This is an optimization exercise on Yosys and OpenROAD, whose aim is small area, not a production implementation. In this exercise RTL edits were held to simulation tests only and were not proved equivalent to the original. The clock port is modelled as an ideal driver; clocking choices that lean on that would not hold on a real chip. Power and IR drop assume default switching activity.

==> flow/design.v <==
module battleship (
    input            clk  ,
    input            rst  ,
    input            start,
    input      [1:0] X    ,
    input      [1:0] Y    ,
    input            pAb  ,
    input            pBb  ,
    output reg [7:0] disp0,
    output reg [7:0] disp1,
    output reg [7:0] disp2,
    output reg [7:0] disp3,
    output reg [7:0] led
  );
  localparam [2:0] T_IN    = 3'd4;  
  localparam [2:0] T_SHOOT = 3'd0;  
  localparam [2:0] T_SHOW  = 3'd5;  
  localparam [2:0] T_ERR   = 3'd7;  
  localparam [2:0] T_SINK  = 3'd2;  
  localparam [2:0] T_WIN   = 3'd1;  
  localparam [2:0] T_NEW   = 3'd6;  
  localparam [2:0] T_IDLE  = 3'd3;  
  reg  [2:0] t;
  reg        p;
  reg  [5:0] cnt;       
  reg  [1:0] wa, wb;    
  reg        sca, scb;  
  reg        ns;        
  reg [15:0] ma, mb;    
  wire       chk = ns;
  wire [3:0] idx  = {X, Y};
  wire       clr;
  wire       wea, web;
  wire [3:0] rxa = ({4{wea}} & (4'b0001 << X)) | {4{clr}};
  wire [3:0] rxb = ({4{web}} & (4'b0001 << X)) | {4{clr}};
  wire [3:0] cy  = (4'b0001 << Y) | {4{clr}};
  wire [15:0] dea = {{4{rxa[3]}} & cy, {4{rxa[2]}} & cy, {4{rxa[1]}} & cy, {4{rxa[0]}} & cy};
  wire [15:0] deb = {{4{rxb[3]}} & cy, {4{rxb[2]}} & cy, {4{rxb[1]}} & cy, {4{rxb[0]}} & cy};
  wire       rd   = |(ma & dea) | |(mb & deb);
  wire       own  = rd;
  wire       oth  = rd;
  wire       btn  = p ? pBb : pAb;
  wire [1:0] myw  = p ? wb : wa;
  wire       mysc = p ? scb : sca;
  wire       done = cnt[5] & cnt[4] & cnt[1] & cnt[0];  
  wire idle  = (t == T_IDLE);
  wire win4  = chk & (myw == 2'd0);
  wire rwin  = (t == T_SINK) & done & win4;         
  assign clr = idle | rwin;
  wire place = (t == T_IN) & btn & ~own;
  wire hit   = (t == T_SHOOT) & btn & oth;
  wire inc   = place | hit | (t == T_WIN);
  wire count = ~((t == T_IN) | (t == T_SHOOT) | idle);
  wire nz    = wa[0] | wb[0];                       
  always @(posedge clk or posedge rst)
    if (rst) begin
      t <= T_IDLE;
      p <= 1'b0;
    end else begin
      case (t)
        T_IN:
          if (btn) begin
            if (own)
              t <= T_ERR;
            else if (myw == 2'd3) begin
              t <= ns ? T_SHOW : T_NEW;
              p <= ~p;
            end
          end
        T_SHOOT:
          if (btn) t <= T_SINK;
        T_SHOW, T_ERR:
          if (done) t <= T_IN;
        T_NEW:
          if (done) t <= nz ? T_IN : T_SHOOT;
        T_SINK:
          if (done) begin
            if (win4)
              t <= mysc ? T_WIN : T_NEW;
            else begin
              t <= T_SHOOT;
              p <= ~p;
            end
          end
        T_WIN: ;
        default:  
          if (start) t <= T_SHOW;
      endcase
    end
  assign     wea = btn & (((t == T_IN) & ~p) | ((t == T_SHOOT) & p));
  assign     web = btn & (((t == T_IN) & p) | ((t == T_SHOOT) & ~p));
  wire       v   = t[2];
  integer i;
  always @(posedge clk) begin
    cnt <= (count & ~done) ? {cnt[4:0], ~(cnt[5] ^ cnt[0])} : 6'd0;
    if (idle | ((t == T_NEW) & done)) begin
      wa <= 2'd0;
      wb <= 2'd0;
    end else if (rwin & ~mysc) begin
      wa <= {1'b0, sca | ~p};
      wb <= {1'b0, scb | p};
    end else begin
      if (inc & ~p) wa <= wa + 2'd1;
      if (inc &  p) wb <= wb + 2'd1;
    end
    for (i = 0; i < 16; i = i + 1) begin
      if (dea[i]) ma[i] <= v;
      if (deb[i]) mb[i] <= v;
    end
    if (idle) begin
      sca <= 1'b0;
      scb <= 1'b0;
      ns  <= 1'b1;
    end else if (rwin) begin
      if (~p) sca <= 1'b1;
      if (p)  scb <= 1'b1;
      ns <= 1'b1;
    end else if (t == T_SHOOT)
      ns <= oth;
    else if (place & (myw == 2'd3))
      ns <= 1'b0;
  end
  function [7:0] dig;
    input [1:0] v;
    case (v)
      2'd0: dig = 8'b00111111;
      2'd1: dig = 8'b00000110;
      2'd2: dig = 8'b01011011;
      default: dig = 8'b01001111;
    endcase
  endfunction
  function [7:0] rot;
    input [1:0] v;
    case (v)
      2'd0: rot = 8'b10000001;
      2'd1: rot = 8'b01000010;
      2'd2: rot = 8'b00100100;
      default: rot = 8'b00011000;
    endcase
  endfunction
  always @(*) begin
    disp0 = 8'b00000000;
    disp1 = 8'b00000000;
    disp2 = 8'b00000000;
    disp3 = 8'b00000000;
    led   = 8'b10011001;
    case (t)
      T_IN, T_SHOOT: begin
        disp0 = dig(Y);
        disp1 = dig(X);
        led   = {~p, 1'b0, wa, wb, 1'b0, p};
      end
      T_SHOW: begin
        disp3 = p ? 8'b01111100 : 8'b01110111;
        led   = {~p, 1'b0, wa, wb, 1'b0, p};
      end
      T_ERR: begin
        disp0 = 8'b00111111;
        disp1 = 8'b01110111;
        disp2 = 8'b01110111;
        disp3 = 8'b01111001;
      end
      T_SINK: begin
        disp0 = (p & win4) ? 8'b00000000 : dig(wb);
        disp1 = 8'b01000000;
        disp2 = (~p & win4) ? 8'b00000000 : dig(wa);
        led   = {8{chk}};
      end
      T_WIN: begin
        disp0 = p ? 8'b01100110 : dig(wb);
        disp1 = 8'b01000000;
        disp2 = p ? dig(wa) : 8'b01100110;
        disp3 = p ? 8'b01111100 : 8'b01110111;
        led   = rot(myw);
      end
      T_NEW: begin
        disp0 = dig(wb);
        disp1 = 8'b01000000;
        disp2 = dig(wa);
      end
      default: begin
        disp0 = 8'b01111001;
        disp1 = 8'b00111000;
        disp2 = 8'b01011110;
        disp3 = 8'b00000110;
      end
    endcase
  end
endmodule
==> flow/flow/run.sh <==
#!/bin/bash
# Standard synthesis, then the combinational logic remapped by ABC for area
# (flip-flops, their cells and names untouched; several randomised runs, the
# smallest kept), then the standard layout with minimum-size port buffers and
# the clock tree's buffers shrunk to what the clock-pin slew allows.
set -euo pipefail
LIB=$FLOW_HOME/platforms/$FLOW_PLATFORM/lib/sky130_fd_sc_hd__tt_025C_1v80.lib
R=orfs/results/$FLOW_PLATFORM/battleship/base
J=${NUM_CORES:-4}

bash standard.sh synth > std_synth.log 2>&1
cp $R/1_2_yosys.v std_1_2_yosys.v

# flatten every combinational cell into logic, keep the flip-flop cells
yosys -l resynth_prep.log -q -p "
read_liberty -ignore_miss_func $LIB
read_verilog std_1_2_yosys.v
hierarchy -top $FLOW_TOP
setattr -mod -set keep_hierarchy 1 sky130_fd_sc_hd__df* sky130_fd_sc_hd__edf*
flatten -wb
opt -purge
write_rtlil resynth_prep.il
"

mkdir -p resynth
run_one() {
  local seed=$1 mapper=$2 tag=$1_$2
  case $mapper in
    map)   m="dch -f; map -a" ;;
    amap)  m="dch -f; amap -F 50 -A 50" ;;
    amapm) m="dch -f; amap -m -F 50 -A 50" ;;
  esac
  printf 'strash\n&get -n\n&deepsyn -T 15 -S %s\n&put\n%s\n' $seed "$m" | tr ';' '\n' > resynth/$tag.abc
  yosys -l resynth/$tag.log -q -p "
read_rtlil resynth_prep.il
select $FLOW_TOP
abc -script resynth/$tag.abc -liberty $LIB -dont_use *lpflow* -dont_use *probe* -dont_use *clkdly* -dont_use *dlygate* -dont_use *dlymetal*
opt_clean -purge
hilomap -singleton -hicell sky130_fd_sc_hd__conb_1 HI -locell sky130_fd_sc_hd__conb_1 LO
splitnets
opt_clean -purge
insbuf -buf sky130_fd_sc_hd__buf_1 A X
opt_clean -purge
write_verilog -noattr -noexpr -nohex -nodec -selected resynth/$tag.v
tee -q -o resynth/$tag.stat stat -liberty $LIB
" || true
}
n=0
for seed in 1 2 3 4 5 6 7 8 9 10 11 12; do
  for mapper in map amap amapm; do
    run_one $seed $mapper &
    n=$((n+1))
    if (( n % J == 0 )); then wait; fi
  done
done
wait
best=$(for f in resynth/*.stat; do a=$(sed -n "s/.*Chip area for module .*: //p" $f); [[ -n $a && -s ${f%.stat}.v ]] && echo "$a ${f%.stat}.v"; done | sort -n | head -1)
echo "resynthesis results:" > resynth_choice.txt
for f in resynth/*.stat; do echo "$(sed -n "s/.*Chip area for module .*: //p" $f) $f"; done | sort -n >> resynth_choice.txt
echo "chosen: $best" >> resynth_choice.txt
cp ${best#* } resynth.v

cp resynth.v $R/1_2_yosys.v
rm -f $R/1_synth.odb $R/1_synth.sdc

bash standard.sh \
  "BUFFER_PORTS_ARGS=-buffer_cell sky130_fd_sc_hd__buf_1" \
  "CTS_ARGS=-sink_clustering_enable -repair_clock_nets -dont_use_dummy_load -buf_list sky130_fd_sc_hd__clkbuf_8" \
  "POST_CTS_TCL=$PWD/flow/shrink_clock.tcl" \
  "PRE_GLOBAL_PLACE_TCL=$PWD/flow/pre_place.tcl" \
  finish > std_finish.log 2>&1
==> flow/flow/pre_place.tcl <==
# Drop the buffers synthesis inserted for pass-through and duplicated
# outputs before the ports get their own buffers.
remove_buffers
==> flow/flow/shrink_clock.tcl <==
# Shrink the clock buffers CTS placed: each leaf buffer becomes the smallest
# clkbuf whose clock-pin slews stay under a target, the root the smallest
# that keeps every leaf within it.
set db [ord::get_db]
set block [ord::get_db_block]
set target [expr {[info exists ::env(CLK_SLEW_TARGET)] ? $::env(CLK_SLEW_TARGET) : 0.110}]
set sizes {sky130_fd_sc_hd__clkbuf_1 sky130_fd_sc_hd__clkbuf_2 sky130_fd_sc_hd__clkbuf_4 sky130_fd_sc_hd__clkbuf_8 sky130_fd_sc_hd__clkbuf_16}
proc sink_slew {} {
  set w 0
  foreach p [get_pins -hierarchical */CLK] {
    foreach s [list [get_property $p slew_max_rise] [get_property $p slew_max_fall]] {
      if {$s > $w} {set w $s}
    }
  }
  return $w
}
set bufs {}
set root ""
foreach inst [$block getInsts] {
  set n [$inst getName]
  if {[string match "clkbuf_*_clk" $n]} {
    if {$n eq "clkbuf_0_clk"} { set root $inst } else { lappend bufs $inst }
  }
}
foreach inst [concat $bufs [list $root]] {
  if {$inst eq ""} continue
  set orig [[$inst getMaster] getName]
  foreach m $sizes {
    $inst swapMaster [$db findMaster $m]
    estimate_parasitics -placement
    if {[sink_slew] <= $target} break
    if {$m eq $orig} break
  }
  puts "clock buffer [$inst getName]: $orig -> [[$inst getMaster] getName]"
}
puts "clock sink slew after shrinking: [sink_slew]"
==> flow/standard.sh <==
#!/bin/bash
# synth_recipe.tcl (not shown) runs the flow's synth.tcl, then flattens the netlist and writes it again
# the make line also repeats each setting of config.mk as NAME=value (left out here)
make -C /OpenROAD-flow-scripts/flow DESIGN_CONFIG=/design/flow/config.mk WORK_HOME=/design/flow/orfs CLKGATE_MAP_FILE= SYNTH_SCRIPT=/design/flow/synth_recipe.tcl "${@:-finish}"
==> flow/config.mk <==
export PLATFORM = sky130hd
export DESIGN_NAME = battleship
export DESIGN_NICKNAME = battleship
export VERILOG_FILES = /design/flow/design.v
export SDC_FILE = /design/flow/constraint.sdc
export NUM_CORES = 4
export LEC_CHECK = 0
export ABC_AREA = 1
export CAP_MARGIN = 20
export CORE_MARGIN = 2
export CORE_UTILIZATION = 60
export GPL_TIMING_DRIVEN = 0
export SLEW_MARGIN = 20
==> flow/constraint.sdc <==
create_clock -name core_clock -period 10.0 [get_ports {clk}]
set_input_delay 2.0000 -clock core_clock [delete_from_list [all_inputs] [get_ports {clk}]]
set_output_delay 2.0000 -clock core_clock [all_outputs]
set_load 0.01 [all_outputs]
==> run summary <==
[state kept, by name, indices dropped and copies added, names as in the netlist]
register / count
cnt: 6
p: 1
mb: 16
ns: 1
sca: 1
wa: 2
scb: 1
wb: 2
ma: 16
t: 3
[critical path, stage by stage (launching register included)]
cell and delay (ps):
sky130_fd_sc_hd__dfstp_2 600, sky130_fd_sc_hd__clkinv_1 250, sky130_fd_sc_hd__nor2_1 210, sky130_fd_sc_hd__clkinv_1 220, sky130_fd_sc_hd__nand2_1 290, sky130_fd_sc_hd__o21ai_0 150, sky130_fd_sc_hd__a31oi_1 290, sky130_fd_sc_hd__o21ai_0 150
sky130_fd_sc_hd__a31oi_1 300, sky130_fd_sc_hd__clkinv_1 100, sky130_fd_sc_hd__o21ai_0 180, sky130_fd_sc_hd__buf_1 170
[layer usage]
metal | wire length (um) | global-route usage | up-vias
li1 | - | - | 1090
met1 | 2590 | 0.339 | 1101
met2 | 3360 | 0.539 | 94
met3 | 388 | 0.0526 | 15
met4 | 116 | 0.113 | 0
met5 | 0 | 0 | -
[area by class of cell]
class	instances	area (sq um)
Clock buffer	5	62.6
Fill cell	342	1220
Inverter	31	116
Multi-Input combinational cell	193	1020
Sequential cell	49	1330
Tap cell	50	62.6
Timing Repair Buffer	44	165
[worst paths after layout]
check | cells after the start | from | slack, ps | endpoint
worst min-delay path | 2 | cnt[4]$_SDFF_PN0_ | 440 | cnt[5]$_SDFF_PN0_
worst max-delay path | 11 | t[0]$_DFFE_PP1P_ | 4770 | disp0[5]
worst max register to register | 16 | t[2]$_DFFE_PP0P_ | 5360 | wb[1]$_SDFFE_PP0P_
worst min register to register | 2 | cnt[4]$_SDFF_PN0_ | 440 | cnt[5]$_SDFF_PN0_
max in group asynchronous | 2 | rst | 8270 | t[1]$_DFFE_PP1P_
min in group asynchronous | 2 | rst | 1530 | t[2]$_DFFE_PP0P_
[power by group]
part           internal [uW]  total (uW)  switching (uW)
Combinational           90.1         276             186
Clock                   41.0         101            60.4
Sequential               244         279            34.4
Total                    375         656             281
[metrics by stage]
| stage | hold slack, ps | utilization | instance area, sq um |
|---|---|---|---|
| after global routing | 454 | 0.693 | 2750 |
| after detailed placement | 426 | 0.677 | 2690 |
| final | 436 | 0.693 | 2750 |
| after global placement | 411 | 0.677 | 2690 |
| after floorplan | 404 | - | 2490 |
==> run summary <==
- The final count of negative-setup-slack endpoints is 0.
- In this run the tool buffered the top-level ports with 44 buffer cells.
- The data required time at the worst endpoint is 8000 ps.
- At the placement stage, the worst setup path has a slack of 4800 ps.
- Including well taps, the total number of placed cells is 367.
- The repair_antennas step left the layout with diodes totalling 0.
- The wire length of the first global-routing pass is 9990 um.
- The worst hold-check path type is reg2reg.
- The run finished with no timing, DRC or antenna violations.
- The number of rows in the core area is 23.
- Across the VDD grid, the largest voltage drop is 0.186 mV.
- After synthesis, the mean cell area works out to 8.93 sq um.
- The number of antenna violations at the first check in global routing is 0.
- The total routed wirelength is 6460 um.
- The library cell used most frequently in the layout, excluding fill and tap cells, is sky130_fd_sc_hd__nor2_1.
- For this design the ratio of total power to cell area is 239 nW/um^2.
- After detailed routing, the average wire length per cell comes to 17.4 um.
- The setup path with the least slack is of type reg2out.
- The slack of the critical path is 4770 ps.
- The number of hold violations in the final report is 0.
- The via count of the first global-routing pass is 2163.
- The number of max-slew violations in the final report came to 0.
- The total area inside the core boundary comes to 3970 sq um.
- Summed over all cells, the static leakage comes to 0.000795 uW.
- After the last flow step, the layout net total stands at 333.
- The post-route clock skew is 33.1 ps.
- The worst setup path is captured at a primary output.
- Dividing the final minimum period by the clock period gives 0.523.
- The detailed router placed 2300 vias in this run.
- The worst max-slew margin expressed relative to the limit is 0.504.
- Along the worst path, the maximum fanout reaches 9.
- The slew at the pin closest to its max-slew limit is 744 ps.
- The maximum achievable frequency is 0.191 GHz.
- The worst setup path is launched from a register.
- The global router's overall resource usage is 0.295.
- The average vias per placed instance is 6.18.
- In this run the remaining antenna-violating nets after routing total 0.
- After global routing the overflow that remains totals 0.
- The initial utilization of the core area, before any placement, comes to 0.623.
- The synthesized area is 2470 sq um.
- Compared with the post-synthesis result, the final layout area differs by 11.2%.
- STA puts the critical path data arrival time at 3230 ps.
- Once layout is complete, the cells apart from fillers number 372.
- Entering global routing, the biggest net connects 41 pins.
- The total clock sinks is 49.
- Setup repair after global routing left no endpoint under its margin.
- The share of cells above drive strength 1 is 0.0248.
- TritonCTS built the clock tree.
- The number of ports placed on the die boundary is 49.
- For this run, the number of Yosys warnings is 1.
- The total half-perimeter wirelength after legalization and detailed placement is 4840 um.
- The tool flagged a number of max-cap violations equal to 0.
- The gate count after technology mapping is 277.
- The final weighted congestion of routability-driven global placement is 0.912.
- The DRC violation count after routing is 0.
- The die covers 4650 sq um.
- The vertical die dimension is 68.2 um.
- Clock latency on the worst-skew pair, taken at its later pin, is 320 ps.
- For this block, the initial DRC count from the detailed router was 311.
- The completed layout was analyzed and its total power is 656 uW.
- The register clock-pin slew on the reported worst setup and hold paths is 80 ps.
- The number of detailed-route iterations in the first pass is 5.
- In the layout the commonest cells are sky130_fd_sc_hd__nor2_1 (70), sky130_fd_sc_hd__buf_1 (44), sky130_fd_sc_hd__edfxtp_1 (32).
- The setup TNS is 0 ps.
- The shortest period the worst path allows is 5230 ps.
- The floorplan step set the die width to 68.2 um.

## static timing again, ports no longer ideal
The flow's constraints put no driver on any port. The routed layout listed below was extracted and timed again, unchanged, in two steps. Step 1 assumes that a clkbuf_16 drives the clock port and a buf_2 every other input. Step 2 moves the port delays by t, midway between the first and last clock arrival at a register: inputs arrive t later, outputs are due t later. That takes back most of the time a late clock gives input paths. a / b / c = no drivers / after step 1 / after step 2; a / b = the first two.
t, ns: 0.333
setup WS [ns]: 4.771 / 4.742 / 4.740
worst setup path after step 2: input to register
worst register clock-pin slew, ns: 0.11 / 0.11
worst slew at a driven data input, ns: 0.04
After both steps setup and hold are still met in this run. For this run, drivers alone change the setup slack by -0.029 ns; drivers and shift together by -0.031 ns.
